Source: an optimization exercise on an open RTL-to-GDS flow (aim: small area and a short achievable clock period). Production flows keep margins and buffers that such runs may drop. Only simulation tests tie the RTL to the original design; equivalence was not proved.

==> flow/design.v <==
module decoder(
input [1:0]alu_fn,
output reg arith_enable,cmp_enable,logic_enable,shift_enable
);
always @(*) begin
        arith_enable=0;
        logic_enable=0;
        cmp_enable=0;
        shift_enable=0;
    case (alu_fn)
       2'b00: arith_enable=1;
       2'b01: logic_enable=1;
       2'b10: cmp_enable=1;
       2'b11: shift_enable=1;
    endcase
end
endmodule
module arith_unit#(parameter in_data_width=16,out_data_width=32)(
input signed [in_data_width-1:0]A,B,
input clk,rst,arith_enable,
input [1:0]alu_fn,
output  carry_out,
output reg arith_flag,
output reg signed[out_data_width-1:0]arith_out
);
assign carry_out=arith_out[in_data_width];
always @(posedge clk , negedge rst) begin
    if(!rst)begin
        arith_flag<=0;
        arith_out<=0;
    end
    else if(arith_enable) begin
        arith_flag<=1;
    case (alu_fn)
        2'b00: arith_out<=A + B;
        2'b01: arith_out<=A - B;
        2'b10: arith_out<=A * B;
        2'b11: arith_out<=(B == 0) ? 0 : A / B;
    endcase
    end
    else begin
        arith_flag<=0;
        arith_out<=0;
    end
end
endmodule
module logic_unit#(parameter in_data_width=16,out_data_width=16)(
input signed[in_data_width-1:0]  A,B,
input clk,rst,logic_enable,
input [1:0]alu_fn,
output reg logic_flag,
output reg [out_data_width-1:0]logic_out
);
reg logic_flag_next;
reg [out_data_width-1:0]logic_out_next;
always @(posedge clk , negedge rst) begin
    if(!rst)begin
        logic_out<=0;
        logic_flag<=0;
    end
    else begin
        logic_out<=logic_out_next;
        logic_flag<=logic_flag_next;
    end    
end
always @(*) begin
    if(logic_enable) begin
        logic_flag_next=1;
    case (alu_fn)
        2'b00: logic_out_next= A & B;
        2'b01: logic_out_next= A | B;
        2'b10: logic_out_next=~(A & B);
        2'b11: logic_out_next=~(A | B);
    endcase
    end
    else begin
        logic_flag_next=0;
        logic_out_next=0;
    end
end
endmodule
module cmp_unit#(parameter in_data_width=16,out_data_width=16)(
input [in_data_width-1:0]A,B,
input clk,rst,cmp_enable,
input [1:0]alu_fn,
output reg cmp_flag,
output reg [out_data_width-1:0]cmp_out
);
always @(posedge clk , negedge rst) begin
    if(!rst)begin
        cmp_out<=0;
        cmp_flag<=0;
    end
    else if(cmp_enable) begin
        cmp_flag<=1;
    case (alu_fn)
        2'b00: cmp_out<=0;
        2'b01: cmp_out<=(A==B)?1:0;
        2'b10: cmp_out<=(A>B)?2:0;
        2'b11: cmp_out<=(A<B)?3:0;
    endcase
    end
    else begin
        cmp_out<=0;
        cmp_flag<=0;
    end
end
endmodule
module shift_unit#(parameter in_data_width=16,out_data_width=16)(
input [in_data_width-1:0]A,B,
input clk,rst,shift_enable,
input [1:0]alu_fn,
output reg shift_flag,
output reg [out_data_width-1:0]shift_out
);
always @(posedge clk , negedge rst) begin
    if(!rst)begin
        shift_flag<=0;
        shift_out<=0;
    end
    else if(shift_enable) begin
        shift_flag<=1;
    case (alu_fn)
        2'b00: shift_out<=A>>1;
        2'b01: shift_out<=A<<1;
        2'b10: shift_out<=B>>1;
        2'b11: shift_out<=B<<1;
    endcase
    end
    else begin
        shift_flag<=0;
        shift_out<=0;
    end
end
endmodule
module parameterized_signed_alu #(parameter in_data_width=16,out_data_width=16,arith_out_data_width=32)(
input signed [in_data_width-1:0]A,B,
input clk,rst,
input [3:0]alu_fn,
output shift_flag,arith_flag,logic_flag,cmp_flag,carry_out,
output [out_data_width-1:0]shift_out,logic_out,cmp_out,
output signed[arith_out_data_width-1:0] arith_out
);
wire arith_enable,shift_enable,logic_enable,cmp_enable;
arith_unit dut0(
.A(A),
.B(B),
.clk(clk),
.rst(rst),
.arith_enable(arith_enable),
.alu_fn(alu_fn[1:0]),
.carry_out(carry_out),
.arith_flag(arith_flag),
.arith_out(arith_out)
);
logic_unit dut1(
.A(A),
.B(B),
.clk(clk),
.rst(rst),
.logic_enable(logic_enable),
.alu_fn(alu_fn[1:0]),
.logic_flag(logic_flag),
.logic_out(logic_out)
);
cmp_unit   dut2(
.A(A),
.B(B),
.clk(clk),
.rst(rst),
.cmp_enable(cmp_enable),
.alu_fn(alu_fn[1:0]),
.cmp_flag(cmp_flag),
.cmp_out(cmp_out)
);
shift_unit dut3(
.A(A),
.B(B),
.clk(clk),
.rst(rst),
.shift_enable(shift_enable),
.alu_fn(alu_fn[1:0]),
.shift_flag(shift_flag),
.shift_out(shift_out)
);
decoder dut4(
.alu_fn(alu_fn[3:2]),
.arith_enable(arith_enable),
.cmp_enable(cmp_enable),
.logic_enable(logic_enable),
.shift_enable(shift_enable)
);
endmodule
==> flow/run.sh <==
#!/bin/bash
# synth_recipe.tcl (not shown) runs the flow's synth.tcl, then flattens the netlist and writes it again
# the make line also repeats each setting of config.mk as NAME=value (left out here)
make -C /OpenROAD-flow-scripts/flow DESIGN_CONFIG=/design/flow/config.mk WORK_HOME=/design/flow/orfs CLKGATE_MAP_FILE= SYNTH_SCRIPT=/design/flow/synth_recipe.tcl finish
==> flow/config.mk <==
export PLATFORM = sky130hd
export DESIGN_NAME = parameterized_signed_alu
export DESIGN_NICKNAME = parameterized_signed_alu
export VERILOG_FILES = /design/flow/design.v
export SDC_FILE = /design/flow/constraint.sdc
export NUM_CORES = 4
export LEC_CHECK = 0
export CAP_MARGIN = 20
export CORE_MARGIN = 2
export CORE_UTILIZATION = 40
export SLEW_MARGIN = 20
==> flow/constraint.sdc <==
create_clock -name core_clock -period 85.0 [get_ports {clk}]
set_input_delay 17.0000 -clock core_clock [delete_from_list [all_inputs] [get_ports {clk}]]
set_output_delay 17.0000 -clock core_clock [all_outputs]
set_load 0.01 [all_outputs]
==> reports/results.tsv <==
stage	metric	value	unit
clock_tree	clk_pin_slew_worst_paths	0.09	ns
drt	drcViolationCount	0	
grt	grt_pass1_vias	44438	
sta	fin_tns_setup	0	ns
drt	avgViaCountPerCell	5.911	
cells_and_area	final_cells	7870	
flow_run	max-cap-violations	0	
drt	wl	176.0	mm
clock_tree	cts_buffers	9	
floorplan	initial_core_util	40.39	%
floorplan	std_cell_rows	120	
worst_setup_path	critPathMaxStageDelay	0.59	ns
placement	dpl_cell_area	0.04974	sq mm
worst_setup_path	cp-startpoint	B[2]	
clock_tree	cts_hold_buffers	0	
drt	drtIter0Drc	4126	
placement	dp_cells	7787	
synthesis	yosysWarningCount	5	
worst_setup_path	slowest_stage	or4_4	
worst_setup_path	cp_num_buf_inv	38	
synthesis	syn_avg_cell_area	7.404	sq um
sta	slew_violations	0	
cells_and_area	post-route-util	48.44	%
synthesis	yosysUniqueCellTypes	107	
cells_and_area	fin_nets	7424	
synthesis	synth_edf_count	0	
grt	global_route.overflow_total	0	
worst_setup_path	cp-start-kind	input pin	
sta	hold_viol_final	0	
sta	max_slew_margin	31.39	%
worst_hold_path	hold_path.class	input pin to async pin	
cells_and_area	nFillCells	10836	
sta	fmax	12.20	MHz
clock_tree	htreeDepth	3	
synthesis	synth_area_leaders	ha_1 19%, fa_1 12%, xnor2_1 6.0%, nand2_1 5.3%, nor2_1 5.2%	
floorplan	fp.coreArea	0.1074	sq mm
clock_tree	cts.sink_count	70	
sta	tightest_slew	1.026	ns
sta	finalCritPeriodShare	96.42	%
worst_setup_path	worstPathRequired	85.28	ns
synthesis	synthCells	5857	
synthesis	synth_most_common_cell	ha_1	
drt	vias	46521	
clock_tree	cts_buffer_depth	2	
synthesis	synth_seq_area_share	4.039	%
grt	grt_usage	30.49	%
cells_and_area	syn2layout_area_growth	19.93	%
drt	final_antenna_net_count	0	
floorplan	die_x	333.3	microns
synthesis	synth_commonest_cells	662 x ha_1, 610 x nand2_1, 597 x nor2_1	
worst_setup_path	endpoint_kind	flop	
worst_setup_path	critPathKind	input pin to flop	
placement	io_buffers	108	
grt	antenna_found_initial	4	
floorplan	die-height	333.3	microns
synthesis	async_flop_share	100.0	%
worst_setup_path	crit_path_end	dut0.arith_out[11]$_DFF_PN0_	
sta	fin_crit	81.96	ns
cells_and_area	stdcell_area	0.05200	sq mm
placement	place_congestion	0.9969	
cells_and_area	layout-drive-gt1-share	15.87	%
worst_setup_path	crit_top_cell	buf_4	
floorplan	io_pins	123	
synthesis	ys_ff_latch	70	
worst_setup_path	path_delay_family	compound AO/OA/AOI/OAI gates	
worst_setup_path	path_max_fanout	23	
worst_setup_path	crit_arrival	82.24	ns
grt	grt_pass1_wl	265.2	mm
synthesis	synth_top_area_cell	ha_1	
drt	wl_per_cell	22.36	microns
synthesis	synth_ff_type	dfrtp_1	
synthesis	syn_area	0.04336	sq mm
sta	setup_viol	0	
grt	grt_max_degree	71	
clock_tree	root_buffer	clkbuf_16	
status	status	timing/DRC/antenna clean	
placement	dpl.hpwl	141.1	mm
clock_tree	cts_tree	done	
worst_setup_path	cp.depth	315	
drt	dr.pass1.iters	6	
floorplan	die-area	0.1111	sq mm
synthesis	synth_top_area_share	19.10	%
stage by stage:
stage,hold WS [ns],setup slack [ns]
4_1_cts,16.80,0.04052
3_5_place_dp,17.24,-3.542
6_report,16.63,3.041
5_1_grt,16.69,-0.3659
3_3_place_gp,17.24,-2.677
2_1_floorplan,16.70,0.06435
state kept, by name, indices dropped and copies added (netlist names):
name	flops
dut1.logic_out	16
dut0.arith_out	32
dut2.cmp_flag	1
dut2.cmp_out	2
dut3.shift_out	16
dut1.logic_flag	1
dut3.shift_flag	1
dut0.arith_flag	1
cells by family after synthesis:
family	synth area share (%)
simple gates	21.17
fa+ha+maj	31.29
compound gates	24.98
other cells	0.01732
mux	3.410
flops	4.039
xor+xnor	8.665
buf+inv	6.429
cells in the final DEF (no fill, tap or decap), drive strengths merged, types with 41 or more instances in the layout:
cell           count
o31ai             47
a21oi            403
buf              547
xor2             133
and2              41
inv              487
and3              42
o21ai            293
dfrtp             70
a21o             163
o21a             135
clkdlybuf4s50    105
a31oi             59
o211ai            54
ha               662
conb             166
a211oi            52
o21bai            50
or3               71
nand2            611
nor2             599
nand2b            62
nor2b             79
or2               47
mux2              74
nor3             154
nand4             56
xnor2            296
fa               264
a221oi            41
nand3            120
how the worst min path moves through the flow:
stage	cells past startpoint	slack [ns]	endpoint	start
after floorplan	0	16.70	dut0.arith_flag$_DFF_PN0_	rst
after global routing	1	16.69	dut0.arith_out[29]$_DFF_PN0_	rst
after detailed placement	1	17.24	dut0.arith_out[18]$_DFF_PN0_	rst
after CTS	1	16.80	dut0.arith_out[29]$_DFF_PN0_	rst
final	1	16.63	dut0.arith_out[18]$_DFF_PN0_	rst
after global placement	1	17.24	dut0.arith_out[18]$_DFF_PN0_	rst
layer usage:
metal | GRT usage (%) | part of all wire, % | up-vias
met5 | 0 | 0.0063 | -
met4 | 11.67 | 4.4 | 2
met3 | 3.483 | 7.3 | 375
met2 | 50.18 | 45 | 1925
met1 | 40.79 | 43 | 22283
li1 | - | - | 21936
cell type report:
cell class                 instances  area, sq um  share of cell area [%]
clock buffer                       9        225.2                  0.4331
sequential                        70         1752                   3.368
tap                             1403         1755                   3.376
inverter                         494         1854                   3.566
multi-input combinational       5233        41020                   78.88
timing repair buffer             652         5308                   10.21
antenna                            2        5.005                0.009624
clock inverter                     7        86.33                  0.1660
timing repair:
action / CTS / global route
endpoints found under the hold margin: 0 / 0
resized for setup: 83 / 258
setup buffers: 8 / 57
endpoints found under the setup margin: 32 / 32
pin swaps: 10 / 82

## what the ideal ports hide
In the flow no input, the clock included, has a driving cell. The finished layout below was timed again as built, in two steps. Step 1 (the two cells are an assumption about what drives the block):
set clk [get_ports {clk}]
set_driving_cell -lib_cell sky130_fd_sc_hd__clkbuf_16 $clk
set_driving_cell -lib_cell sky130_fd_sc_hd__buf_2 [delete_from_list [all_inputs] $clk]
Step 2 also shifts input and output timing later by t, the mid clock arrival at the registers, as if the neighbouring blocks saw the same clock. Three values: ideal, step 1, step 2; two values: the first two.
t (ns): 0.449
slack for setup (ns): 3.041 / 3.057 / 2.609
worst hold slack (ns): 16.631 / 16.615 / 17.063
latest minus earliest clock arrival (ns): 0.031 / 0.031
slew at the worst register clock pin (ns): 0.10 / 0.10
After both steps this run still meets setup and hold. The setup slack of this run moves by +0.016 ns with the drivers and by -0.432 ns with both steps.
